This design comes from an exercise in tuning for small area on the open sky130 flow, not from production work.
The RTL was checked by simulation tests, not by an equivalence proof against the original design.
Power figures rest on the tool's default switching activity, not on a simulated workload.

### flow/config.mk
export PLATFORM = sky130hd
export DESIGN_NAME = videoScanPipe
export DESIGN_NICKNAME = videoScanPipe
export VERILOG_FILES = /design/flow/design.v
export SDC_FILE = /design/flow/constraint.sdc
export NUM_CORES = 4
export LEC_CHECK = 0
export CAP_MARGIN = 20
export CORE_MARGIN = 2
export CORE_UTILIZATION = 40
export SLEW_MARGIN = 20
### flow/constraint.sdc
create_clock -name core_clock -period 8.0 [get_ports {iClk}]
set_input_delay 1.6000 -clock core_clock [delete_from_list [all_inputs] [get_ports {iClk}]]
set_output_delay 1.6000 -clock core_clock [all_outputs]
set_load 0.01 [all_outputs]
### flow/design.v
module videoScanPipe (
    input iClk,
    input iRst,
    input iVgaHsync,
    input iVgaVsync,
    input [7:0] iVgaDataRed,
    input [7:0] iVgaDataGreen,
    input [7:0] iVgaDataBlue,
    input [10:0] iHsyncOffset,
    input [9:0] iVsyncOffset,
    input [7:0] iThreshRed,
    input [7:0] iThreshGreen,
    input [7:0] iThreshBlue,
    input iTestData,
    output reg oDviDe,
    output reg oDviHsync,
    output reg oDviVsync,
    output reg [11:0] oDviData,
    output reg [51:0] oScannerDataCode,
    output [10:0] oScannerVpixel,
    output reg oScannerNewData
);
reg [3:0] hsSt, vsSt;
reg rSub;
reg [11:0] rH;
reg [10:0] rV;
reg rSync, rAct, rBin;
wire hsDet = hsSt == 4'd8;
wire vsDet = vsSt == 4'd8;
wire rHEnd = rH == 12'd255;             
wire rIn = rV >= 11'd1448 && rH >= 12'd3296;    
function [3:0] syncNext;
    input [3:0] k;
    input b;
    begin
        if(k[3])
            syncNext = b ? 4'd0 : 4'd1;
        else if(k[2]) begin
            if(b) syncNext = k + 4'd1;
            else syncNext = (k == 4'd4) ? 4'd4 : 4'd1;
        end
        else
            syncNext = b ? 4'd0 : k + 4'd1;
    end
endfunction
always @(posedge iClk or posedge iRst) begin
    if(iRst) begin
        hsSt <= 4'd4;
        vsSt <= 4'd4;
        rSub <= 0;
        rH <= 12'd3296;
        rV <= 11'd1448;
        rSync <= 0;
        rAct <= 0;
        rBin <= 0;
    end
    else begin
        hsSt <= syncNext(hsSt, iVgaHsync);
        vsSt <= syncNext(vsSt, iVgaVsync);
        rSub <= ~rSub;
        if(hsDet) begin
            rH <= {1'b0, iHsyncOffset};
            rSub <= 1;
        end
        else if(rSub) begin
            rH <= rHEnd ? 12'd3296 : rH + 12'd1;
        end
        if(vsDet) begin
            rV <= {1'b0, iVsyncOffset};
        end
        else if(rHEnd && rSub) begin
            rV <= (rV == 11'd27) ? 11'd1448 : rV + 11'd1;
        end
        rSync <= rSub && rHEnd && rV == 11'd27;
        rAct <= rIn;
        if(rIn) begin
            if(!rSub)
                rBin <= iVgaDataRed > iThreshRed || iVgaDataGreen > iThreshGreen || iVgaDataBlue > iThreshBlue;
        end
        else begin
            rBin <= 0;
        end
    end
end
reg aSub;
reg [10:0] aH;
reg [9:0] aV;
reg aSync, aAct;
wire aHEnd = aH[10] & (&aH[4:0]);                        
wire aVEnd = aV[9] & aV[6] & aV[5] & aV[4] & aV[1] & aV[0];  
assign oScannerVpixel = {1'b0, aV};
always @(posedge iClk or posedge iRst) begin
    if(iRst) begin
        aSub <= 0;
        aH <= 0;
        aV <= 0;
        aSync <= 0;
        aAct <= 0;
    end
    else begin
        aSync <= aSub && aHEnd && aVEnd;
        aAct <= aH < 11'd800 && aV < 10'd600;
        aSub <= ~aSub;
        if(rSync) begin
            aH <= 0;
            aV <= 0;
            aSub <= 0;
        end
        else if(aSub) begin
            if(aHEnd) begin
                aH <= 0;
                aV <= aVEnd ? 10'd0 : aV + 10'd1;
            end
            else begin
                aH <= aH + 11'd1;
            end
        end
    end
end
localparam IDLE = 3'd0, MARKER_START = 3'd1, MARKER_MID = 3'd2, MARKER_END = 3'd3,
        GROUP_FIRST = 3'd4, GROUP_SECOND = 3'd5;
reg [2:0] state;
reg [2:0] newState;
reg nextModule;
reg nextDigit;
reg dataPrev;
reg [2:0] moduleIndex;
reg [2:0] digitIndex;
reg [3:0] pxIndex;
reg [2:0] moduleMaxIndex;
reg [1:0] blackPxCount;       
reg [5:0] digitDataBuffer;
reg oVideoModule, oVideoMarker, oVideoDigit;
wire iData = ~rBin;
wire dataRising = !dataPrev && iData;
wire dataFalling = dataPrev && !iData;
wire inGroup = state == GROUP_FIRST || state == GROUP_SECOND;
wire pxAtMax = pxIndex == {1'b0, moduleMaxIndex};
wire [6:0] digitData = {digitDataBuffer, blackPxCount >= moduleMaxIndex[2:1]};
wire [4:0] mmLo = {2'b0, moduleMaxIndex} - 5'd1;
wire [4:0] mmHi = {2'b0, moduleMaxIndex} + 5'd1;
reg [3:0] digitDecoded;
reg isG;
reg [4:0] groupDigitsTypeBuffer;
wire [5:0] groupDigitsType = {groupDigitsTypeBuffer, ~isG};
always @* begin
    newState = IDLE;
    nextModule = 0;
    nextDigit = 0;
    case(state)
        IDLE:
            if(dataRising) begin
                newState = MARKER_START;
                nextModule = 1;
            end
        MARKER_START:
            if(pxIndex[3]) begin
                newState = IDLE;
            end
            else if((moduleIndex[0] && dataRising) || (!moduleIndex[0] && dataFalling)) begin
                if((moduleIndex[1:0] != 0 && ({1'b0, pxIndex} < mmLo || {1'b0, pxIndex} > mmHi))
                    || pxIndex < 4'd2) begin
                    newState = IDLE;
                end
                else if(moduleIndex[1:0] != 2'b10) begin
                    newState = MARKER_START;
                    nextModule = 1;
                end
                else begin
                    newState = GROUP_FIRST;
                    nextModule = 1;
                end
            end
            else begin
                newState = MARKER_START;
            end
        GROUP_FIRST, GROUP_SECOND: begin
            newState = state;
            if(pxAtMax) begin
                nextModule = 1;
                if(moduleIndex == 3'd6) begin
                    nextDigit = 1;
                    if(digitIndex == 3'd5)
                        newState = (state == GROUP_FIRST) ? MARKER_MID : MARKER_END;
                end
            end
        end
        MARKER_MID:
            if(pxAtMax) begin
                nextModule = 1;
                newState = (moduleIndex == 3'd4) ? GROUP_SECOND : MARKER_MID;
            end
            else begin
                newState = MARKER_MID;
            end
        MARKER_END:
            if(pxAtMax) begin
                nextModule = 1;
                newState = (moduleIndex == 3'd2) ? IDLE : MARKER_END;
            end
            else begin
                newState = MARKER_END;
            end
        default: begin
            newState = IDLE;
            nextModule = 1;
        end
    endcase
end
always @(posedge iClk or posedge iRst) begin
    if(iRst) begin
        state <= IDLE;
        dataPrev <= 1;
        oScannerNewData <= 0;
    end
    else begin
        oScannerNewData <= 0;
        if(rAct) begin
            if(!aSub) begin
                dataPrev <= iData;
                state <= newState;
                if(inGroup && nextDigit && state == GROUP_SECOND && digitIndex == 3'd5)
                    oScannerNewData <= 1;
            end
        end
        else begin
            state <= IDLE;
            dataPrev <= 1;
        end
    end
end
wire scanEn = rAct && !aSub;
wire stay = state != IDLE && newState != IDLE && state == newState;
wire pxClear = state == IDLE || (newState != IDLE && (state != newState || nextModule));
wire miClear = state == IDLE || (newState != IDLE && (state != newState || nextDigit));
wire diClear = state == IDLE || (newState != IDLE && state != newState);
wire bpcClear = !inGroup || nextModule;
always @(posedge iClk) begin
    pxIndex <= (scanEn && pxClear) ? 4'd0 : pxIndex + {3'd0, scanEn};
    moduleIndex <= (scanEn && miClear) ? 3'd0 : moduleIndex + {2'd0, scanEn && stay && nextModule && !nextDigit};
    digitIndex <= (scanEn && diClear) ? 3'd0 : digitIndex + {2'd0, scanEn && stay && nextDigit};
    blackPxCount <= (scanEn && bpcClear) ? 2'd0 : blackPxCount + {1'd0, scanEn && dataPrev && blackPxCount != 2'd3};
end
always @(posedge iClk) begin
    if(scanEn) begin
        if(state == IDLE) begin
            moduleMaxIndex <= 0;
        end
        else if(state == MARKER_START && nextModule) begin
            if(moduleIndex == 3'd0)
                moduleMaxIndex <= pxIndex[2:0];
            else if(moduleIndex == 3'd1)
                moduleMaxIndex <= ({1'b0, moduleMaxIndex} + pxIndex) >> 1;
        end
        if(inGroup && nextModule) begin
            digitDataBuffer <= digitData[5:0];
            if(nextDigit) begin
                oScannerDataCode[47:0] <= {oScannerDataCode[43:0], digitDecoded};
                groupDigitsTypeBuffer <= groupDigitsType[4:0];
                if(state == GROUP_FIRST && digitIndex == 3'd5) begin
                    case (groupDigitsType)
                        6'b111111: oScannerDataCode[51:48] <= 4'd0;
                        6'b110100: oScannerDataCode[51:48] <= 4'd1;
                        6'b110010: oScannerDataCode[51:48] <= 4'd2;
                        6'b110001: oScannerDataCode[51:48] <= 4'd3;
                        6'b101100: oScannerDataCode[51:48] <= 4'd4;
                        6'b100110: oScannerDataCode[51:48] <= 4'd5;
                        6'b100011: oScannerDataCode[51:48] <= 4'd6;
                        6'b101010: oScannerDataCode[51:48] <= 4'd7;
                        6'b101001: oScannerDataCode[51:48] <= 4'd8;
                        6'b100101: oScannerDataCode[51:48] <= 4'd9;
                        default: oScannerDataCode[51:48] <= 4'hF;
                    endcase
                end
            end
        end
    end
end
always @(posedge iClk) begin
    oVideoMarker <= state == MARKER_START || state == MARKER_MID || state == MARKER_END;
    oVideoModule <= dataPrev;
    oVideoDigit <= inGroup && digitIndex[0];
end
function rValid;
    input [4:0] k;
    case(k)
        5'b11001, 5'b10011, 5'b10110, 5'b00001, 5'b01110,
        5'b00111, 5'b01000, 5'b00010, 5'b00100, 5'b11010: rValid = 1'b1;
        default: rValid = 1'b0;
    endcase
endfunction
function [3:0] rDigit;    
    input [4:0] k;
    rDigit = {~k[0] & (k[1] ^ (k[2] | ~k[3])), k[4] ^ (k[1] | k[3]), ~(k[2] ^ k[4]),
            (k[0] | ~k[2]) & (k[1] | ~k[3])};
endfunction
wire codeOk = digitData[6] ^ digitData[0];
wire [4:0] rlKey = digitData[5:1] ^ {5{~digitData[6]}};    
wire [4:0] gKey = {digitData[1], digitData[2], digitData[3], digitData[4], digitData[5]};
wire rlOk = codeOk & rValid(rlKey);
always @* begin
    isG = codeOk & ~digitData[6] & rValid(gKey);
    digitDecoded = ({4{rlOk}} & rDigit(rlKey)) | ({4{isG}} & rDigit(gKey));
end
reg bSub;
reg [10:0] bH;
reg [9:0] bV;
reg bSync, bAct;
reg [8:0] frameIndex;
wire bHEnd = bH[10] & (&bH[4:0]);
wire bVEnd = bV[9] & bV[6] & bV[5] & bV[4] & bV[1] & bV[0];
always @(posedge iClk or posedge iRst) begin
    if(iRst) begin
        bSub <= 0;
        bH <= 0;
        bV <= 0;
        bSync <= 0;
        bAct <= 0;
        frameIndex <= 0;
    end
    else begin
        bSync <= bSub && bHEnd && bVEnd;
        bAct <= bH < 11'd800 && bV < 10'd600;
        bSub <= ~bSub;
        if(aSync) begin
            bH <= 0;
            bV <= 0;
            bSub <= 0;
            frameIndex <= frameIndex + 9'd1;
        end
        else if(bSub) begin
            if(bHEnd) begin
                bH <= 0;
                bV <= bVEnd ? 10'd0 : bV + 10'd1;
            end
            else begin
                bH <= bH + 11'd1;
            end
        end
    end
end
wire vTop = bV[9:3] == 7'd0;
wire vBot = bV[9] & bV[6] & bV[4];             
wire hTop = bH[9:3] == 7'd0;                  
wire hBot = bH[9] & bH[8] & bH[4] & bH[3];     
wire [2:0] vd = vBot ? ~bV[2:0] : bV[2:0];
wire [2:0] hd = hBot ? ~bH[2:0] : bH[2:0];
wire vIn = vTop | vBot;
wire hIn = hTop | hBot;
wire d0 = (vIn && vd == 3'd0) || (hIn && hd == 3'd0);
wire d1 = (vIn && vd == 3'd1) || (hIn && hd == 3'd1);
wire d24 = (vIn && vd >= 3'd2 && vd <= 3'd4) || (hIn && hd >= 3'd2 && hd <= 3'd4);
wire border = vIn | hIn;
wire borderWhite = d0 | (!d1 & d24);
wire c1 = bH[9:0] <= 10'd105;
wire c2 = bH[9:0] <= 10'd203;
wire c3 = bH[9:0] <= 10'd301;
wire c4 = bH[9:0] <= 10'd399;
wire c5 = bH[9:0] <= 10'd497;
wire c6 = bH[9:0] <= 10'd595;
wire c7 = bH[9:0] <= 10'd693;
wire bandR = c1 | (!c3 & c6) | !c7;
wire bandG = (!c1 & c2) | (!c3 & c7);
wire bandB = (!c2 & c5) | !c6;
wire [2:0] tpRGB = border ? {3{borderWhite}} : {bandR, bandG, bandB};
wire tpGray = !border & !c3 & c5;
reg [2:0] pixEn;
reg pixGray, pixX;
always @(posedge iClk) begin
    if(!bSub) begin
        if(aAct) begin
            if(iTestData) begin
                pixEn <= tpRGB;
                pixGray <= tpGray;
                pixX <= !c4;
            end
            else begin
                pixEn <= {oVideoMarker, oVideoDigit, 1'b0};
                pixGray <= 0;
                pixX <= ~oVideoModule;
            end
        end
        else begin
            pixEn <= 0;
            pixX <= 0;
        end
    end
end
wire [7:0] pixLum = pixGray ? frameIndex[7:0] ^ {8{frameIndex[8] ^ pixX}} : 8'hFF;
wire [7:0] pixR = {iTestData ? pixEn[2] & pixLum[7] : pixX, {7{pixEn[2]}} & pixLum[6:0]};
wire [7:0] pixG = {iTestData ? pixEn[1] & pixLum[7] : pixX, {7{pixEn[1]}} & pixLum[6:0]};
wire [7:0] pixB = {iTestData ? pixEn[0] & pixLum[7] : pixX, {7{pixEn[0]}} & pixLum[6:0]};
reg cSub;
reg [10:0] cH;
reg [9:0] cV;
wire cHEnd = cH[10] & (&cH[4:0]);
wire cVEnd = cV[9] & cV[6] & cV[5] & cV[4] & cV[1] & cV[0];
always @(posedge iClk or posedge iRst) begin
    if(iRst) begin
        cSub <= 0;
        cH <= 0;
        cV <= 0;
        oDviData <= 0;
        oDviHsync <= 1;
        oDviVsync <= 1;
        oDviDe <= 0;
    end
    else begin
        cSub <= ~cSub;
        if(bSync) begin
            cH <= 0;
            cV <= 0;
            cSub <= 0;
        end
        else if(cSub) begin
            if(cHEnd) begin
                cH <= 0;
                cV <= cVEnd ? 10'd0 : cV + 10'd1;
            end
            else begin
                cH <= cH + 11'd1;
            end
        end
        if(cH == 11'd840 && !cSub)
            oDviHsync <= 0;
        else if(cH == 11'd968 && !cSub)
            oDviHsync <= 1;
        if(cV == 10'd601 && !cSub)
            oDviVsync <= 0;
        else if(cV == 10'd605 && !cSub)
            oDviVsync <= 1;
        oDviDe <= bAct;
        if(bAct)
            oDviData <= cSub ? {pixR, pixG[7:4]} : {pixG[3:0], pixB};
        else
            oDviData <= 0;
    end
end
endmodule
### flow/flow/run.sh
#!/bin/bash
# Layout: the standard synthesis; then its combinational logic re-mapped
# by ABC for area with the registers untouched (flow/remap.tcl), kept only if
# Yosys proves it equal to the standard netlist (flow/equiv.tcl); then the
# standard flow from floorplan on, with the smallest buffer on each port and
# a clock tree of small buffers and no dummy loads. Each tool's output goes to a log of its own here.
set -euo pipefail
RES=orfs/results/$FLOW_PLATFORM/videoScanPipe/base
LIB=$FLOW_HOME/platforms/$FLOW_PLATFORM/lib/sky130_fd_sc_hd__tt_025C_1v80.lib
YOSYS=$(command -v yosys || echo "$FLOW_HOME/../tools/install/yosys/bin/yosys")

bash standard.sh synth > synth.log 2>&1

cp $RES/1_2_yosys.v synth_standard.v
DONT_USE=$(make -s -C "$FLOW_HOME" DESIGN_CONFIG="$PWD/config.mk" print-DONT_USE_CELLS 2>/dev/null \
  | sed 's/^DONT_USE_CELLS: //')
[[ -n "$DONT_USE" ]] || DONT_USE=$(grep -o 'sky130_fd_sc_hd__\(probe\|lpflow\)[a-z0-9_]*' $FLOW_HOME/platforms/$FLOW_PLATFORM/config.mk | tr '\n' ' ')
export REMAP_LIB=$LIB REMAP_IN=synth_standard.v REMAP_OUT=synth_remapped.v \
  REMAP_ABC=$PWD/flow/area.abc REMAP_DONT_USE="$DONT_USE"
if "$YOSYS" -c flow/remap.tcl > remap.log 2>&1 && "$YOSYS" -c flow/equiv.tcl > equiv.log 2>&1; then
  cp synth_remapped.v $RES/1_2_yosys.v
  rm -f $RES/1_synth.odb
  echo "using the re-mapped netlist"
else
  echo "re-mapping failed or was not proven; using the standard netlist"
fi

bash standard.sh \
  "BUFFER_PORTS_ARGS=-inputs -outputs -buffer_cell sky130_fd_sc_hd__buf_1" \
  "CTS_ARGS=-sink_clustering_enable -repair_clock_nets -dont_use_dummy_load -buf_list sky130_fd_sc_hd__clkbuf_4 -sink_clustering_size 8 -sink_clustering_max_diameter 60" \
  finish > layout.log 2>&1
### flow/flow/area.abc
strash
&get -n
&deepsyn -J 50 -T 300
&put
dch -f
amap
topo
### flow/flow/equiv.tcl
# Prove the re-mapped netlist equal to the standard one: registers are paired
# by name and every register input and output port compared.
yosys -import
set lib $::env(REMAP_LIB)
read_liberty -overwrite -ignore_miss_func $lib
read_verilog $::env(REMAP_IN)
yosys rename $::env(FLOW_TOP) gold
read_verilog $::env(REMAP_OUT)
yosys rename $::env(FLOW_TOP) gate
hierarchy -check
flatten gold gate
async2sync
opt_clean
equiv_make gold gate eq
hierarchy -top eq
equiv_simple -undef
equiv_induct -undef
equiv_status -assert
### flow/flow/remap.tcl
# Re-map the combinational logic of the synthesized netlist for area.
# Registers are kept as they are (same instances, names and cells); every
# other cell is read as its Liberty function and mapped again by ABC.
yosys -import
set lib $::env(REMAP_LIB)
set top $::env(FLOW_TOP)
read_liberty -overwrite -ignore_miss_func $lib
read_verilog $::env(REMAP_IN)
hierarchy -top $top
setattr -mod -set keep_hierarchy 1 sky130_fd_sc_hd__df* sky130_fd_sc_hd__edf*
flatten
select $top
opt_clean
set dont_use {}
foreach c $::env(REMAP_DONT_USE) { lappend dont_use -dont_use $c }
abc -script $::env(REMAP_ABC) -liberty $lib {*}$dont_use
opt_clean -purge
hilomap -singleton -hicell sky130_fd_sc_hd__conb_1 HI -locell sky130_fd_sc_hd__conb_1 LO
insbuf -buf sky130_fd_sc_hd__buf_4 A X
select -clear
hierarchy -top $top
blackbox sky130_fd_sc_hd__*
tee -o remap_stat.txt stat -liberty $lib
write_verilog -noattr -nohex -nodec $::env(REMAP_OUT)
### flow/standard.sh
#!/bin/bash
# synth_recipe.tcl (not shown) runs the flow's synth.tcl, then flattens the netlist and writes it again
# the make line also repeats each setting of config.mk as NAME=value (left out here)
make -C /OpenROAD-flow-scripts/flow DESIGN_CONFIG=/design/flow/config.mk WORK_HOME=/design/flow/orfs CLKGATE_MAP_FILE= SYNTH_SCRIPT=/design/flow/synth_recipe.tcl "${@:-finish}"
==> impl_metrics.py, run 1 <==
metrics = {
    "clock_network": {
        "cts.htree.levels": 2,
        "cts_buffers": 34,
        "cts.repair.resized": 0,
        "cts_tree": "built",
        "clock_path_buffers": 3,
        "clk_latency_ps": 620,
        "path_clk_slew_ps": 80,
        "cts_root_buf": "clkbuf_4",
        "cts_hold_buf": 0,
        "cts.sinks": 221,
        "cts_setup_buffers": 0,
    },
    "sta": {
        "fmax_ghz": 0.230,
        "rsz0062_at_grt": "no",
        "period_needed_ps": 4350,
        "tns_ps": 0,
        "finalSetupViolCount": 0,
        "worstMarginPinSlew_ps": 888,
        "drv_slew": 0,
        "slew_headroom_pct": 40.8,
        "finalClockSkew_ps": 75.5,
        "hold_violations": 0,
        "fin_crit_sh_pct": 54.4,
    },
    "global_route": {
        "grtUsageMet3_pct": 3.40,
        "antenna_found_initial": 1,
        "grt_max_degree": 71,
        "gr-total-overflow": 0,
        "top_usage_layer": "met2",
        "grt_pass1_vias": 7458,
        "grt_use_met2_pct": 25.3,
        "grt_pass1_wl_um": 34600,
        "grt.met1_usage_pct": 21.2,
        "grt_use_total_pct": 15.6,
    },
    "cells_and_area": {
        "nets": 1316,
        "fin_area_sq_um": 11200,
        "final_common_cell": "nor2_1",
        "final_cell_mix": "188 x nor2_1, 156 x clkinv_1, 151 x buf_1",
        "area_growth_pct": 11.6,
        "post_route_cells_drive_above_1_share_pct": 4.19,
        "fin_util_pct": 45.6,
        "stdcell_count": 1565,
        "fillers": 2416,
    },
    "detailed_routing": {
        "num_vias": 7952,
        "drt-pass1-iter-count": 5,
        "final_antenna_net_count": 0,
        "drc": 0,
        "drt_iter0_markers": 427,
        "via_per_inst": 5.08,
        "routedWlPerCell_um": 12.8,
        "routed_wl_um": 20100,
    },
    "placed_design": {
        "placed_area_sq_um": 10900,
        "dp.cells": 1530,
        "dpl.hpwl_um": 14700,
        "numPortBuffers": 151,
        "globalplace.congestion": 0.913,
    },
    "synth": {
        "yosys_warnings": 1,
        "synthesis.nets": 1139,
        "synth_area_per_cell_sq_um": 9.40,
        "syn_area_sq_um": 10000,
        "synthCells": 1065,
    },
    "die": {
        "die_w_um": 162,
        "ios": 153,
        "dieArea_sq_um": 26300,
        "core_sq_um": 24500,
        "start_util_pct": 40.9,
        "fp.dieH_um": 162,
        "rows": 57,
    },
    "power_and_ir_drop": {
        "ir_worst_vdd_mv": 0.110,
        "p_leak_nw": 4.18,
        "p_per_area_nw_per_um2": 185,
        "finalPower_w": 0.00206,
    },
    "setup_path": {
        "arrival_ps": 4640,
        "crit_fanout": 54,
        "cp_data_required_time_ps": 8290,
        "path_class": "reg -> reg",
        "cp-end-kind": "flip-flop",
        "crit_path_start_kind": "flip-flop",
    },
    "min_path": {
        "hp-class": "reg -> reg",
    },
    "run_status": {
        "status": "complete, no violations",
    },
    "job": {
        "cap_viol_max_count": 0,
    },
}
## cell type report
class	instances	area, sq um	area share (%)
Antenna cell	1	2.50	0.0224
Clock buffer	34	255	2.29
Inverter	158	599	5.37
Multi-Input combinational cell	675	3510	31.4
Sequential cell	221	5820	52.2
Tap cell	324	405	3.63
Timing Repair Buffer	152	574	5.14
## power by group
group	switching [W]	leakage, nW	internal [W]
Clock	0.000359	0.156	0.000196
Sequential	0.0000464	2.57	0.00125
Combinational	0.000119	1.45	0.0000983
Total	0.000525	4.18	0.00154
## routing by layer
metal	vias up	routed length (um)
met4	0	430
met3	40	1150
li1	4083	-
met2	218	9150
met5	-	0
met1	3611	9370
## critical path, cell delays in order (launching register included)
cell	delay [ps]
edfxtp_1	410
clkinv_1	120
nor2_1	70
a21oi_1	260
clkinv_1	110
a21oi_1	130
a31oi_1	80
nor4_1	480
o21ai_0	310
nor2_1	500
nand3_1	240
clkinv_2	630
and3_1	300
nand2_1	120
nor2_1	320
## through the flow
stage               hold slack (ps)  setup WS [ps]
floorplan                       408           4060
global placement                430           3570
detailed placement              432           3350
CTS                             409           3420
global route                    398           3040
finish                          408           3650
## sequential cells by signal (all words and copies together), names as in the netlist, 10 cells and up, named ones only
signal / count
oScannerDataCode: 52
oDviData: 12
rH: 12
aH: 11
bH: 11
cH: 11
rV: 11
aV: 10
bV: 10
cV: 10
## final timing paths
| path | start | end | slack (ps) | depth (start not counted) |
|---|---|---|---|---|
| max | moduleMaxIndex[1] | oScannerDataCode[50] | 3650 | 14 |
| min | oScannerDataCode[2] | oScannerDataCode[6] | 410 | 0 |
| max in group asynchronous | iRst | oDviData[6] | 5610 | 3 |
| max reg2reg | moduleMaxIndex[1] | oScannerDataCode[50] | 3650 | 14 |
| min in group asynchronous | iRst | rH[9] | 1070 | 2 |
| min reg2reg | oScannerDataCode[2] | oScannerDataCode[6] | 410 | 0 |
==> run 2: changes to the inputs <==
--- a/flow/design.v
+++ b/flow/design.v
@@ -15,8 +15,8 @@
     output reg oDviDe,
     output reg oDviHsync,
     output reg oDviVsync,
-    output reg [11:0] oDviData,
-    output reg [51:0] oScannerDataCode,
+    output [11:0] oDviData,
+    output [51:0] oScannerDataCode,
     output [10:0] oScannerVpixel,
     output reg oScannerNewData
 );
@@ -141,8 +141,25 @@
 wire [4:0] mmHi = {2'b0, moduleMaxIndex} + 5'd1;
 reg [3:0] digitDecoded;
 reg isG;
-reg [4:0] groupDigitsTypeBuffer;
-wire [5:0] groupDigitsType = {groupDigitsTypeBuffer, ~isG};
+reg [47:0] codeDigits;
+reg [5:0] firstParity;
+reg [3:0] firstDigit;
+always @* begin
+    case (firstParity)
+        6'b111111: firstDigit = 4'd0;
+        6'b110100: firstDigit = 4'd1;
+        6'b110010: firstDigit = 4'd2;
+        6'b110001: firstDigit = 4'd3;
+        6'b101100: firstDigit = 4'd4;
+        6'b100110: firstDigit = 4'd5;
+        6'b100011: firstDigit = 4'd6;
+        6'b101010: firstDigit = 4'd7;
+        6'b101001: firstDigit = 4'd8;
+        6'b100101: firstDigit = 4'd9;
+        default: firstDigit = 4'hF;
+    endcase
+end
+assign oScannerDataCode = {firstDigit, codeDigits};
 always @* begin
     newState = IDLE;
     nextModule = 0;
@@ -255,23 +272,9 @@
         if(inGroup && nextModule) begin
             digitDataBuffer <= digitData[5:0];
             if(nextDigit) begin
-                oScannerDataCode[47:0] <= {oScannerDataCode[43:0], digitDecoded};
-                groupDigitsTypeBuffer <= groupDigitsType[4:0];
-                if(state == GROUP_FIRST && digitIndex == 3'd5) begin
-                    case (groupDigitsType)
-                        6'b111111: oScannerDataCode[51:48] <= 4'd0;
-                        6'b110100: oScannerDataCode[51:48] <= 4'd1;
-                        6'b110010: oScannerDataCode[51:48] <= 4'd2;
-                        6'b110001: oScannerDataCode[51:48] <= 4'd3;
-                        6'b101100: oScannerDataCode[51:48] <= 4'd4;
-                        6'b100110: oScannerDataCode[51:48] <= 4'd5;
-                        6'b100011: oScannerDataCode[51:48] <= 4'd6;
-                        6'b101010: oScannerDataCode[51:48] <= 4'd7;
-                        6'b101001: oScannerDataCode[51:48] <= 4'd8;
-                        6'b100101: oScannerDataCode[51:48] <= 4'd9;
-                        default: oScannerDataCode[51:48] <= 4'hF;
-                    endcase
-                end
+                codeDigits <= {codeDigits[43:0], digitDecoded};
+                if(state == GROUP_FIRST)
+                    firstParity <= {firstParity[4:0], ~isG};
             end
         end
     end
@@ -386,10 +389,18 @@
         end
     end
 end
-wire [7:0] pixLum = pixGray ? frameIndex[7:0] ^ {8{frameIndex[8] ^ pixX}} : 8'hFF;
-wire [7:0] pixR = {iTestData ? pixEn[2] & pixLum[7] : pixX, {7{pixEn[2]}} & pixLum[6:0]};
-wire [7:0] pixG = {iTestData ? pixEn[1] & pixLum[7] : pixX, {7{pixEn[1]}} & pixLum[6:0]};
-wire [7:0] pixB = {iTestData ? pixEn[0] & pixLum[7] : pixX, {7{pixEn[0]}} & pixLum[6:0]};
+reg [2:0] pixEnD;
+reg pixGrayD, pixXD;
+always @(posedge iClk) begin
+    pixEnD <= pixEn;
+    pixGrayD <= pixGray;
+    pixXD <= pixX;
+end
+wire [7:0] pixLum = pixGrayD ? frameIndex[7:0] ^ {8{frameIndex[8] ^ pixXD}} : 8'hFF;
+wire [7:0] pixR = {iTestData ? pixEnD[2] & pixLum[7] : pixXD, {7{pixEnD[2]}} & pixLum[6:0]};
+wire [7:0] pixG = {iTestData ? pixEnD[1] & pixLum[7] : pixXD, {7{pixEnD[1]}} & pixLum[6:0]};
+wire [7:0] pixB = {iTestData ? pixEnD[0] & pixLum[7] : pixXD, {7{pixEnD[0]}} & pixLum[6:0]};
+assign oDviData = oDviDe ? (cSub ? {pixG[3:0], pixB} : {pixR, pixG[7:4]}) : 12'd0;
 reg cSub;
 reg [10:0] cH;
 reg [9:0] cV;
@@ -400,7 +411,6 @@
         cSub <= 0;
         cH <= 0;
         cV <= 0;
-        oDviData <= 0;
         oDviHsync <= 1;
         oDviVsync <= 1;
         oDviDe <= 0;
@@ -430,10 +440,6 @@
         else if(cV == 10'd605 && !cSub)
             oDviVsync <= 1;
         oDviDe <= bAct;
-        if(bAct)
-            oDviData <= cSub ? {pixR, pixG[7:4]} : {pixG[3:0], pixB};
-        else
-            oDviData <= 0;
     end
 end
 endmodule
==> run 2 against run 1 <==
Effect of this change: non-clock buffer count grew 2; cell count is 0.19% higher; combinational power decreased by 7%; maximum frequency is 0.77% higher; cell area is 1.8% lower; synthesized cell count is 0.28% higher; die area decreased by 2.0%; hold slack worse by 80 ps; clock power shrank 7.6%; largest cell class unchanged.
==> impl_metrics.py, run 2 <==
metrics = {
    "run_status": {
        "status": "complete, no violations",
    },
    "global_route": {
        "grt_use_total_pct": 15.4,
        "antenna_found_initial": 1,
        "grt_max_degree": 73,
        "grt_pass1_vias": 7476,
        "gr-total-overflow": 0,
        "grt_pass1_wl_um": 34100,
    },
    "cells_and_area": {
        "fin_area_sq_um": 11000,
        "nets": 1318,
        "final_common_cell": "nor2_1",
        "fillers": 2380,
        "post_route_cells_drive_above_1_share_pct": 4.19,
        "largest_register_ffs": 48,
        "biggestRegsByFlops": "codeDigits x48, rH x12",
        "final_cell_mix": "185 x nor2_1, 164 x clkinv_1, 151 x buf_1",
        "area_growth_pct": 11.9,
        "largest_register": "codeDigits",
    },
    "setup_path": {
        "reg2reg_depth": 16,
        "slowest_delay_ps": 250,
        "path_class": "in -> out",
        "cpLargestDelayFamily": "buffers and inverters",
        "arrival_ps": 2720,
        "path_depth": 8,
        "cp_cell_sequence": "buf_1 -> clkinv_1 -> o22ai_1 -> a21oi_1 -> nor2_1 -> o21ai_0 -> o21ai_0 -> buf_1",
        "cp-end-kind": "primary output",
        "crit_fanout": 10,
        "cp_slowest_cell": "clkinv_1",
        "worst-path-buf-inv": 3,
        "cp_data_required_time_ps": 6400,
        "crit_path_start_kind": "input port",
    },
    "sta": {
        "drv_slew": 0,
        "slew_headroom_pct": 40.0,
        "rsz0062_at_grt": "no",
        "fin_crit_sh_pct": 53.9,
        "finalSetupViolCount": 0,
        "finalClockSkew_ps": 49.1,
        "worstMarginPinSlew_ps": 900,
        "fmax_ghz": 0.232,
        "period_needed_ps": 4320,
        "hold_violations": 0,
        "tns_ps": 0,
    },
    "power_and_ir_drop": {
        "p_leak_nw": 4.14,
        "ir_worst_vdd_mv": 0.0829,
        "p_per_area_nw_per_um2": 178,
    },
    "clock_network": {
        "cts.htree.levels": 1,
        "path_clk_slew_ps": 90,
        "cts_buffers": 31,
        "cts_setup_buffers": 0,
        "cts_tree": "built",
        "clock_path_buffers": 3,
        "cts.repair.resized": 0,
        "cts_hold_buf": 0,
        "cts_root_buf": "clkbuf_4",
        "clk_latency_ps": 660,
        "cts.sinks": 211,
    },
    "placed_design": {
        "numPortBuffers": 151,
        "placed_area_sq_um": 10700,
        "dpl.hpwl_um": 14700,
        "globalplace.congestion": 0.891,
    },
    "die": {
        "core_sq_um": 24200,
        "dieArea_sq_um": 25800,
        "die_w_um": 161,
        "ios": 153,
        "fp.dieH_um": 161,
        "start_util_pct": 40.6,
        "rows": 57,
    },
    "synth": {
        "synthesis.nets": 1142,
        "synth_area_per_cell_sq_um": 9.18,
        "syn_area_sq_um": 9810,
        "synthCells": 1068,
        "yosys_warnings": 1,
    },
    "detailed_routing": {
        "routed_wl_um": 20000,
        "routedWlPerCell_um": 12.7,
        "drt-pass1-iter-count": 7,
        "drt_iter0_markers": 452,
        "num_vias": 8006,
        "final_antenna_net_count": 0,
        "via_per_inst": 5.11,
        "drc": 0,
    },
    "job": {
        "cap_viol_max_count": 0,
    },
    "min_path": {
        "whs_path_depth": 0,
        "hp-class": "reg -> reg",
    },
}
[run 2: cell type report]
cell class	instances	area, sq um	area share (%)
Inverter	165	622	5.67
Multi-Input combinational cell	681	3580	32.6
Tap cell	324	405	3.70
Clock buffer	31	233	2.12
Timing Repair Buffer	154	589	5.37
Antenna cell	2	5.00	0.0456
Sequential cell	211	5530	50.5
[run 2: worst register-to-register path: stages, from the launching register on]
cell       delay (ps)
dfxtp_1           450
clkinv_1          220
o22ai_1           260
clkinv_1          120
nor2_1            120
nand2_1            90
clkinv_1           80
nand2_1            50
a2111oi_0         430
nor2_1            140
nor3_1            200
o21ai_0           110
nand2_1           130
o21ai_0           170
nor3_1            350
nand2_1           130
a221oi_1          270
[run 2: worst paths after layout]
check	startpoint	to	slack (ps)
setup reg to reg	pxIndex[2]	moduleIndex[2]	4550
max in group asynchronous	iRst	vsSt[3]	5580
hold / removal	pixX	pixXD	330
min in group asynchronous	iRst	aV[5]	1020
setup / recovery	iTestData	oDviData[11]	3680
hold reg to reg	pixX	pixXD	330
[run 2: report_power, final]
part | internal [W] | switching, W | total (W)
sequential | 0.00119 | 0.0000524 | 0.00124
combinational | 0.0000905 | 0.000111 | 0.000202
clock | 0.000177 | 0.000337 | 0.000514
[run 2: metrics by stage]
| step | power, W | worst slack [ps] | util [%] | cells | hold WS [ps] |
|---|---|---|---|---|---|
| final | 0.00196 | 3680 | 45.4 | 1568 | 328 |
| after global routing | 0.00208 | 3490 | 45.4 | 1568 | 342 |
| after CTS | 0.00200 | 3700 | 45.4 | 1566 | 339 |
| after detailed placement | 0.00147 | 3690 | 44.4 | 1535 | 327 |
| after global placement | 0.00146 | 3740 | 44.4 | 1535 | 324 |
| after floorplan | 0.00141 | 1900 | - | 1068 | 323 |
[run 2: layer usage]
layer | vias to the layer above | wire [um] | track usage [%]
met5 | - | 0 | 0
met4 | 0 | 360 | 4.26
met3 | 35 | 1050 | 3.02
met2 | 208 | 9480 | 26.7
met1 | 3651 | 9060 | 19.8
li1 | 4112 | - | -
==> run 3: changes to the inputs <==
==> flow/flow/run.sh (replaced) <==
#!/bin/bash
# Layout: the standard synthesis; then its combinational logic re-mapped
# by ABC for area with the registers untouched (flow/remap.tcl, tried with
# eight ABC random seeds, smallest first), kept only if Yosys proves it
# equal to the standard netlist (flow/equiv.tcl); then the standard flow from
# floorplan on, with the smallest buffer on each port and a clock tree of
# small buffers and no dummy loads. Each tool's output goes to a log of its
# own here.
set -euo pipefail
RES=orfs/results/$FLOW_PLATFORM/videoScanPipe/base
LIB=$FLOW_HOME/platforms/$FLOW_PLATFORM/lib/sky130_fd_sc_hd__tt_025C_1v80.lib
YOSYS=$(command -v yosys || echo "$FLOW_HOME/../tools/install/yosys/bin/yosys")

bash standard.sh synth > synth.log 2>&1

cp $RES/1_2_yosys.v synth_standard.v
DONT_USE=$(make -s -C "$FLOW_HOME" DESIGN_CONFIG="$PWD/config.mk" print-DONT_USE_CELLS 2>/dev/null \
  | sed 's/^DONT_USE_CELLS: //')
[[ -n "$DONT_USE" ]] || DONT_USE=$(grep -o 'sky130_fd_sc_hd__\(probe\|lpflow\)[a-z0-9_]*' $FLOW_HOME/platforms/$FLOW_PLATFORM/config.mk | tr '\n' ' ')
export REMAP_LIB=$LIB REMAP_IN=$PWD/synth_standard.v REMAP_DONT_USE="$DONT_USE"

remap() {  # remap SEED
  sed "s/SEED/$1/" flow/area.abc > remap_s$1.abc
  REMAP_ABC=$PWD/remap_s$1.abc REMAP_OUT=$PWD/synth_remapped_s$1.v REMAP_STAT=$PWD/remap_stat_s$1.txt \
    timeout 600 "$YOSYS" -c flow/remap.tcl > remap_s$1.log 2>&1 || true
}
for s in 0 1 2 3; do remap $s & done; wait
for s in 4 5 6 7; do remap $s & done; wait

used=standard
for s in $(for f in remap_stat_s*.txt; do
             a=$(grep -o "Chip area for module .*: [0-9.]*" "$f" | awk "{print \$NF}" || true)
             [[ -n "$a" ]] && echo "$a ${f//[^0-9]/}"
           done | sort -g | awk '{print $2}'); do
  if REMAP_OUT=$PWD/synth_remapped_s$s.v timeout 1200 "$YOSYS" -c flow/equiv.tcl > equiv_s$s.log 2>&1; then
    cp synth_remapped_s$s.v $RES/1_2_yosys.v
    rm -f $RES/1_synth.odb
    used="re-mapped, seed $s"
    break
  fi
done
echo "netlist: $used" | tee netlist_choice.txt

bash standard.sh \
  "BUFFER_PORTS_ARGS=-inputs -outputs -buffer_cell sky130_fd_sc_hd__buf_1" \
  "CTS_ARGS=-sink_clustering_enable -repair_clock_nets -dont_use_dummy_load -buf_list sky130_fd_sc_hd__clkbuf_2 -sink_clustering_size 5 -sink_clustering_max_diameter 40" \
  finish > layout.log 2>&1
==> flow/flow/area.abc (replaced) <==
strash
&get -n
&deepsyn -J 50 -T 300 -S SEED
&put
dch -f
amap
topo
--- a/flow/flow/remap.tcl
+++ b/flow/flow/remap.tcl
@@ -20,5 +20,5 @@
 select -clear
 hierarchy -top $top
 blackbox sky130_fd_sc_hd__*
-tee -o remap_stat.txt stat -liberty $lib
+tee -o $::env(REMAP_STAT) stat -liberty $lib
 write_verilog -noattr -nohex -nodec $::env(REMAP_OUT)
==> run 3 against run 2 <==
Effect of this change: synthesized cell count fell by 2.9%; clock skew grew 29 ps; utilization increased by 0.70 points; sequential share of layout area up 0.42 points; total power down 0.90%; cell area down 0.83%; critical path type is now reg -> out; routed wire length is 0.57% lower; sequential power about the same; first-iteration DRC count is 5.1% higher; hold slack better by 29 ps; cell count fell by 1.1%; synthesized area decreased by 1.1%.
==> impl_metrics.py, run 3 <==
metrics = {
    "run_status": {
        "status": "complete, no violations",
    },
    "setup_path": {
        "path_class": "reg -> out",
        "crit_fanout": 7,
        "cp-end-kind": "primary output",
        "arrival_ps": 2550,
        "cp_data_required_time_ps": 6400,
        "crit_path_start_kind": "flip-flop",
    },
    "sta": {
        "finalSetupViolCount": 0,
        "rsz0062_at_grt": "no",
        "worstMarginPinSlew_ps": 927,
        "drv_slew": 0,
        "finalClockSkew_ps": 77.8,
        "tns_ps": 0,
        "slew_headroom_pct": 38.2,
        "timing.hold.ws_ps": 357,
        "period_needed_ps": 4150,
        "fin_crit_sh_pct": 51.9,
        "fmax_ghz": 0.241,
        "hold_violations": 0,
    },
    "power_and_ir_drop": {
        "p_per_area_nw_per_um2": 178,
        "p_leak_nw": 4.14,
        "finalPower_w": 0.00194,
        "ir_worst_vdd_mv": 0.0810,
    },
    "clock_network": {
        "cts_tree": "built",
        "cts_setup_buffers": 0,
        "clk_latency_ps": 760,
        "cts.repair.resized": 0,
        "cts_buffers": 50,
        "cts_hold_buf": 0,
        "cts_root_buf": "clkbuf_2",
        "cts.sinks": 211,
        "path_clk_slew_ps": 90,
        "cts.htree.levels": 2,
        "clock_path_buffers": 3,
    },
    "detailed_routing": {
        "via_per_inst": 5.11,
        "drt-met1-wl_um": 9010,
        "highest_layer": "met4",
        "met2_length_um": 9140,
        "routed_wl_um": 19800,
        "final_antenna_net_count": 0,
        "drt-pass1-iter-count": 5,
        "drt_iter0_markers": 475,
        "met3_length_um": 1240,
        "num_vias": 7929,
        "drc": 0,
        "routedWlPerCell_um": 12.8,
    },
    "global_route": {
        "grt_max_degree": 77,
        "grt_use_total_pct": 15.6,
        "grt_pass1_wl_um": 33700,
        "antenna_found_initial": 1,
        "grt_pass1_vias": 7433,
        "gr-total-overflow": 0,
    },
    "cells_and_area": {
        "biggestRegsByFlops": "codeDigits x48, rH x12",
        "largest_register": "codeDigits",
        "area_growth_pct": 12.1,
        "largest_register_ffs": 48,
        "final_common_cell": "nor2_1",
        "post_route_cells_drive_above_1_share_pct": 5.77,
        "final_cell_mix": "196 x nor2_1, 152 x clkinv_1, 151 x buf_1",
        "nets": 1306,
    },
    "die": {
        "dieArea_sq_um": 25500,
        "rows": 56,
        "die_w_um": 160,
        "core_sq_um": 23600,
        "ios": 153,
        "start_util_pct": 41.1,
        "fp.dieH_um": 160,
    },
    "placed_design": {
        "numPortBuffers": 151,
        "globalplace.congestion": 0.871,
        "dpl.hpwl_um": 14400,
    },
    "synth": {
        "synth_area_per_cell_sq_um": 9.35,
        "synthCells": 1037,
        "syn_area_sq_um": 9700,
        "yosys_warnings": 1,
        "synthesis.nets": 1111,
    },
    "min_path": {
        "hp-class": "reg -> reg",
    },
    "job": {
        "cap_viol_max_count": 0,
    },
}
run 3: final timing paths:
check,slack (ps),cells after the start,from,to
max,3850,8,firstParity[2],oScannerDataCode[50]
min,360,0,pixEn[0],pixEnD[0]
max reg2reg,3890,15,pxIndex[2],pxIndex[2]
min reg2reg,360,0,pixEn[0],pixEnD[0]
max in group asynchronous,5690,3,iRst,frameIndex[5]
min in group asynchronous,880,2,iRst,aV[4]
run 3: final cells by class:
class | instances | area (sq um)
multi-input cells | 662 | 3520
diodes | 2 | 5.00
repair buffers | 154 | 589
well taps | 319 | 399
inverters | 153 | 577
fillers | 2355 | 12700
flip-flops and latches | 211 | 5530
clock buffers | 50 | 250
run 3: metal layers:
metal | vias to the layer above | GRT usage (%)
met4 | 0 | 5.50
met2 | 217 | 25.4
met5 | - | 0
met3 | 35 | 4.08
li1 | 4083 | -
met1 | 3594 | 20.0
run 3: critical path: stages (launching register included):
cell and delay, ps:
edfxtp_1 480, nand2_1 130, o21ai_0 110, a2111oi_0 450, nor2_1 120, o41ai_1 120
nor2_1 80, a21oi_1 150, buf_1 170
run 3: through the flow:
stage | instance area [sq um] | instances | setup WS (ps) | utilization [%]
final | 10900 | 1551 | 3850 | 46.1
after global routing | 10900 | 1551 | 3330 | 46.1
after CTS | 10900 | 1549 | 3710 | 46.0
after detailed placement | 10600 | 1499 | 3890 | 45.0
after global placement | 10600 | 1499 | 3940 | 45.0
after floorplan | 9700 | 1037 | 2670 | -
run 3: report_power, final:
part	switching (W)	internal, W
Combinational	0.000104	0.0000801
Clock	0.000369	0.000162
Sequential	0.0000427	0.00118
==> run 4: changes to the inputs <==
--- a/flow/flow/run.sh
+++ b/flow/flow/run.sh
@@ -43,5 +43,5 @@
 
 bash standard.sh \
   "BUFFER_PORTS_ARGS=-inputs -outputs -buffer_cell sky130_fd_sc_hd__buf_1" \
-  "CTS_ARGS=-sink_clustering_enable -repair_clock_nets -dont_use_dummy_load -buf_list sky130_fd_sc_hd__clkbuf_2 -sink_clustering_size 5 -sink_clustering_max_diameter 40" \
+  "CTS_ARGS=-sink_clustering_enable -repair_clock_nets -dont_use_dummy_load -buf_list sky130_fd_sc_hd__clkbuf_4 -sink_clustering_size 10 -sink_clustering_max_diameter 80" \
   finish > layout.log 2>&1
==> run 4 against run 3 <==
Effect of this change: die area unchanged; synthesized area unchanged; sequential share of layout area up 0.31 points; global-route usage down 0.42 points; cell area down 0.60%; register-to-register slack about the same; critical path depth up 7; utilization down 0.28 points; cell count down 1.7%; via count down 1.5%; combinational power about the same; critical path type is now reg -> reg; largest cell class unchanged.
==> impl_metrics.py, run 4 <==
metrics = {
    "cells_and_area": {
        "fin_area_sq_um": 10800,
        "final_cell_mix": "196 x nor2_1, 152 x clkinv_1, 151 x buf_1",
        "largest_register": "codeDigits",
        "post_route_cells_drive_above_1_share_pct": 3.82,
        "biggestRegsByFlops": "codeDigits x48, rH x12",
        "final_common_cell": "nor2_1",
        "nets": 1281,
        "largest_register_ffs": 48,
        "area_growth_pct": 11.5,
        "fillers": 2334,
    },
    "die": {
        "dieArea_sq_um": 25500,
        "ios": 153,
        "start_util_pct": 41.1,
        "rows": 56,
        "core_sq_um": 23600,
        "die_w_um": 160,
        "fp.dieH_um": 160,
    },
    "detailed_routing": {
        "via_per_inst": 5.12,
        "routedWlPerCell_um": 12.8,
        "final_antenna_net_count": 0,
        "num_vias": 7814,
        "drt-pass1-iter-count": 5,
        "drt_iter0_markers": 412,
        "routed_wl_um": 19500,
        "drc": 0,
    },
    "global_route": {
        "grt_pass1_vias": 7235,
        "grt_pass1_wl_um": 33200,
        "grt_max_degree": 77,
        "grt_use_total_pct": 15.1,
        "antenna_found_initial": 1,
        "gr-total-overflow": 0,
    },
    "placed_design": {
        "globalplace.congestion": 0.871,
        "placed_area_sq_um": 10600,
        "numPortBuffers": 151,
        "dpl.hpwl_um": 14400,
    },
    "power_and_ir_drop": {
        "ir_worst_vdd_mv": 0.0873,
        "finalPower_w": 0.00187,
        "p_leak_nw": 4.05,
        "p_per_area_nw_per_um2": 173,
    },
    "clock_network": {
        "path_clk_slew_ps": 100,
        "cts_buffers": 25,
        "cts_root_buf": "clkbuf_4",
        "cts_hold_buf": 0,
        "cts.repair.resized": 0,
        "cts.htree.levels": 1,
        "cts_setup_buffers": 0,
        "clock_path_buffers": 3,
        "cts.sinks": 211,
        "cts_tree": "built",
        "clk_latency_ps": 650,
    },
    "sta": {
        "period_needed_ps": 4110,
        "drv_slew": 0,
        "timing.hold.ws_ps": 352,
        "fin_crit_sh_pct": 51.4,
        "finalClockSkew_ps": 59.5,
        "fmax_ghz": 0.243,
        "finalSetupViolCount": 0,
        "hold_violations": 0,
        "slew_headroom_pct": 38.1,
        "rsz0062_at_grt": "no",
        "tns_ps": 0,
        "worstMarginPinSlew_ps": 928,
    },
    "setup_path": {
        "cp_cell_sequence": "clkinv_1 -> o22ai_1 -> clkinv_1 -> o22ai_1 -> a211oi_1 -> a2111oi_0 -> and3_1 -> nand2_1 -> nor4b_1 -> nor2_1 -> o31ai_1 -> nand3_1 -> o21ai_0 -> o21ai_0 -> a211oi_1",
        "crit_start": "pxIndex[2]",
        "path_class": "reg -> reg",
        "crit_fanout": 6,
        "cp-end-kind": "flip-flop",
        "cpLargestDelayFamily": "compound AO/OA/AOI/OAI gates",
        "reg2reg_from": "pxIndex[2]",
        "arrival_ps": 4650,
        "slowest_delay_ps": 600,
        "worst-path-buf-inv": 2,
        "cp_data_required_time_ps": 8530,
        "cp_slowest_cell": "a2111oi_0",
        "crit_path_start_kind": "flip-flop",
    },
    "run_status": {
        "status": "complete, no violations",
    },
    "synth": {
        "synthesis.nets": 1111,
        "synth_area_per_cell_sq_um": 9.35,
        "syn_area_sq_um": 9700,
        "yosys_warnings": 1,
        "synthCells": 1037,
    },
    "min_path": {
        "hold_path.startpoint": "pixEn[0]",
        "hp-class": "reg -> reg",
    },
    "job": {
        "cap_viol_max_count": 0,
    },
}
-- run 4: changes by cell type in the layout (fill, tap and decap cells not counted) --
| cell | before | now |
|---|---|---|
| diode_2 | 2 | 1 |
| clkbuf_2 | 50 | 0 |
| clkbuf_4 | 0 | 25 |
-- run 4: area by class of cell --
class	count	area [sq um]	share of cell area, %
multi-input combinational	662	3520	32.6
sequential	211	5530	51.2
clock buffer	25	188	1.74
timing repair buffer	154	589	5.45
antenna	1	2.50	0.0231
inverter	153	577	5.33
tap	319	399	3.69
-- run 4: per-layer routing --
metal	share of wire (%)	GRT usage, %	wire length (um)	vias up
met3	5.5	2.75	1080	36
met5	0	0	0	-
li1	-	-	-	4030
met4	2.3	4.26	444	0
met2	46	25.6	8990	202
met1	46	20.0	8960	3546
-- run 4: metrics by stage --
| step | utilization, % | std cells | setup WS, ps |
|---|---|---|---|
| floorplan | - | 1037 | 2670 |
| global placement | 45.0 | 1499 | 3940 |
| global route | 45.8 | 1525 | 3330 |
| detailed placement | 45.0 | 1499 | 3890 |
| finish | 45.8 | 1525 | 3890 |
| CTS | 45.8 | 1524 | 3870 |
-- run 4: power breakdown --
group,internal [W],switching [W]
clock network,0.000144,0.000322
logic,0.0000801,0.000104
registers,0.00118,0.0000427
-- run 4: worst paths after layout --
check	cells after the start	endpoint	slack (ps)
setup / recovery	15	pxIndex[2]	3890
hold / removal	0	pixEnD[0]	350
setup reg to reg	15	pxIndex[2]	3890
hold reg to reg	0	pixEnD[0]	350
max in group asynchronous	3	bH[8]	5620
min in group asynchronous	2	aV[4]	1000
==> run 5: changes to the inputs <==
--- a/flow/flow/run.sh
+++ b/flow/flow/run.sh
@@ -43,5 +43,5 @@
 
 bash standard.sh \
   "BUFFER_PORTS_ARGS=-inputs -outputs -buffer_cell sky130_fd_sc_hd__buf_1" \
-  "CTS_ARGS=-sink_clustering_enable -repair_clock_nets -dont_use_dummy_load -buf_list sky130_fd_sc_hd__clkbuf_4 -sink_clustering_size 10 -sink_clustering_max_diameter 80" \
+  "CTS_ARGS=-sink_clustering_enable -repair_clock_nets -dont_use_dummy_load -buf_list sky130_fd_sc_hd__clkbuf_4 -sink_clustering_size 8 -sink_clustering_max_diameter 60" \
   finish > layout.log 2>&1
==> run 5 against run 4 <==
Effect of this change: largest power group unchanged; still clean; critical path type unchanged; total power rose by 2.2%; clock power grew 8.6%; flip-flop and latch count unchanged; clock skew decreased by 16 ps; largest cell class unchanged.
==> impl_metrics.py, run 5 <==
metrics = {
    "run_status": {
        "status": "complete, no violations",
    },
    "global_route": {
        "grt_pass1_wl_um": 33400,
        "gr-total-overflow": 0,
        "antenna_found_initial": 1,
        "grt_use_total_pct": 15.2,
        "grt_max_degree": 77,
        "grt_pass1_vias": 7278,
    },
    "synth": {
        "synthesis.nets": 1111,
        "synthCells": 1037,
        "syn_area_sq_um": 9700,
        "yosys_warnings": 1,
        "synth_area_per_cell_sq_um": 9.35,
    },
    "clock_network": {
        "path_clk_slew_ps": 100,
        "cts_buffers": 30,
        "cts.repair.resized": 0,
        "clk_latency_ps": 660,
        "cts.sinks": 211,
        "clock_path_buffers": 3,
        "cts_hold_buf": 0,
        "cts_root_buf": "clkbuf_4",
        "cts_setup_buffers": 0,
        "cts.htree.levels": 1,
        "cts_tree": "built",
    },
    "sta": {
        "fin_ws_ps": 3910,
        "drv_slew": 0,
        "rsz0062_at_grt": "no",
        "fin_crit_sh_pct": 51.1,
        "hold_violations": 0,
        "worstMarginPinSlew_ps": 930,
        "finalSetupViolCount": 0,
        "slew_headroom_pct": 38.0,
        "finalClockSkew_ps": 43.1,
        "tns_ps": 0,
        "fmax_ghz": 0.244,
        "period_needed_ps": 4090,
    },
    "cells_and_area": {
        "largest_register": "codeDigits",
        "post_route_cells_drive_above_1_share_pct": 4.21,
        "fin_util_pct": 46.0,
        "layout.area.seq_sq_um": 5530,
        "area_growth_pct": 11.9,
        "largest_register_ffs": 48,
        "fin_area_sq_um": 10900,
        "multiInputGateArea_sq_um": 3520,
        "fillers": 2341,
        "nets": 1286,
        "biggestRegsByFlops": "codeDigits x48, rH x12",
        "final_common_cell": "nor2_1",
        "final_cell_mix": "196 x nor2_1, 152 x clkinv_1, 151 x buf_1",
    },
    "placed_design": {
        "globalplace.congestion": 0.871,
        "place_ws_ps": 3890,
        "numPortBuffers": 151,
        "placed_area_sq_um": 10600,
        "dpl.hpwl_um": 14400,
    },
    "setup_path": {
        "r2r_setup_slack_ps": 3910,
        "crit_path_start_kind": "flip-flop",
        "crit_start": "pxIndex[2]",
        "worst_r2r_endpoint": "pxIndex[2]",
        "reg2reg_from": "pxIndex[2]",
        "cp_data_required_time_ps": 8560,
        "reg2reg_depth": 15,
        "arrival_ps": 4660,
        "crit_fanout": 6,
        "path_class": "reg -> reg",
        "cp-end-kind": "flip-flop",
    },
    "die": {
        "fp.dieH_um": 160,
        "core_sq_um": 23600,
        "start_util_pct": 41.1,
        "dieArea_sq_um": 25500,
        "ios": 153,
        "die_w_um": 160,
        "rows": 56,
    },
    "detailed_routing": {
        "drc": 0,
        "drt_iter0_markers": 420,
        "routedWlPerCell_um": 12.8,
        "final_antenna_net_count": 0,
        "routed_wl_um": 19500,
        "num_vias": 7823,
        "via_per_inst": 5.11,
        "drt-pass1-iter-count": 5,
    },
    "min_path": {
        "hold_path.startpoint": "pixEn[2]",
        "min_to": "pixEnD[2]",
        "whs_path_depth": 0,
        "hp-class": "reg -> reg",
    },
    "job": {
        "cap_viol_max_count": 0,
    },
    "power_and_ir_drop": {
        "p_leak_nw": 4.07,
        "p_per_area_nw_per_um2": 176,
        "ir_worst_vdd_mv": 0.0781,
    },
}
run 5: cell types whose count changed in the layout (fill, tap and decap cells not counted):
cell	before	now
clkbuf_4	25	30
run 5: layout make-up:
class                      instances  share of cell area, %
sequential                       211                   51.0
multi-input combinational        662                   32.5
timing repair buffer             154                   5.43
inverter                         153                   5.32
tap                              319                   3.68
clock buffer                      30                   2.08
antenna                            1                 0.0231
run 5: power by group:
group	switching [W]	internal [W]	leakage (nW)
registers	0.0000425	0.00118	2.45
logic	0.000104	0.0000801	1.49
clock network	0.000335	0.000171	0.138
total	0.000481	0.00143	4.07
run 5: worst max-delay path by stage:
stage	endpoint	slack, ps	depth (start not counted)
2_1_floorplan	firstParity[0]	2670	11
3_3_place_gp	oDviData[3]	3940	6
3_5_place_dp	oDviData[11]	3890	6
4_1_cts	oScannerDataCode[50]	3840	8
5_1_grt	pxIndex[2]	3330	15
6_report	pxIndex[2]	3910	15
run 5: critical path, stage by stage (launching register included):
cell	delay (ps)
dfxtp_1	380
clkinv_1	170
o22ai_1	230
clkinv_1	180
o22ai_1	230
a211oi_1	110
a2111oi_0	600
and3_1	280
nand2_1	110
nor4b_1	490
nor2_1	80
o31ai_1	290
nand3_1	140
o21ai_0	170
o21ai_0	290
a211oi_1	260
run 5: metal layers:
layer	global-route usage (%)	part of all wire [%]	wire length (um)
met1	20.2	46	8960
met2	25.6	46	9030
met3	2.86	5.9	1150
met4	4.17	2.0	394
met5	0	0	0
run 5: stage by stage:
step	total power, W	std cells	hold slack [ps]
2_1_floorplan	0.00138	1037	323
3_3_place_gp	0.00143	1499	325
3_5_place_dp	0.00143	1499	331
4_1_cts	0.00195	1529	358
5_1_grt	0.00203	1530	357
6_report	0.00191	1530	341

[re-timing with driven ports]
How much do the figures lean on ideal ports? The routed layouts below were timed once more, with nothing changed but the port constraints.
Step 1 sets driving cells, clkbuf_16 on the clock port and buf_2 on the other inputs (assumed; they add their load-dependent delay and slew).
Step 2 adds t to the input delays and takes it off the output delays; t is the mean of the earliest and latest rising clock arrival at the registers after step 1. Input paths then give back, and output paths get back, about the clock's delay inside the block.
Slacks: ideal ports / drivers / drivers and shift; pairs: ideal ports / drivers.
| run | t, ns | setup WS [ns] | worst setup path after step 2 | worst data-port slew with drivers (ns) |
|---|---|---|---|---|
| run 1 | 0.625 | 3.651 / 3.651 / 3.651 | register to register | 0.04 |
| run 2 | 0.678 | 3.684 / 3.660 / 3.660 | input to output | 0.05 |
| run 3 | 0.775 | 3.852 / 3.809 / 3.889 | input to output | 0.04 |
| run 4 | 0.660 | 3.888 / 3.887 / 3.887 | input to output | 0.04 |
| run 5 | 0.684 | 3.909 / 3.892 / 3.892 | input to output | 0.04 |
After both steps every run listed still meets setup and hold. The setup slack of run 2, which loses most, moves by -0.024 ns with the drivers and by -0.024 ns with both steps.
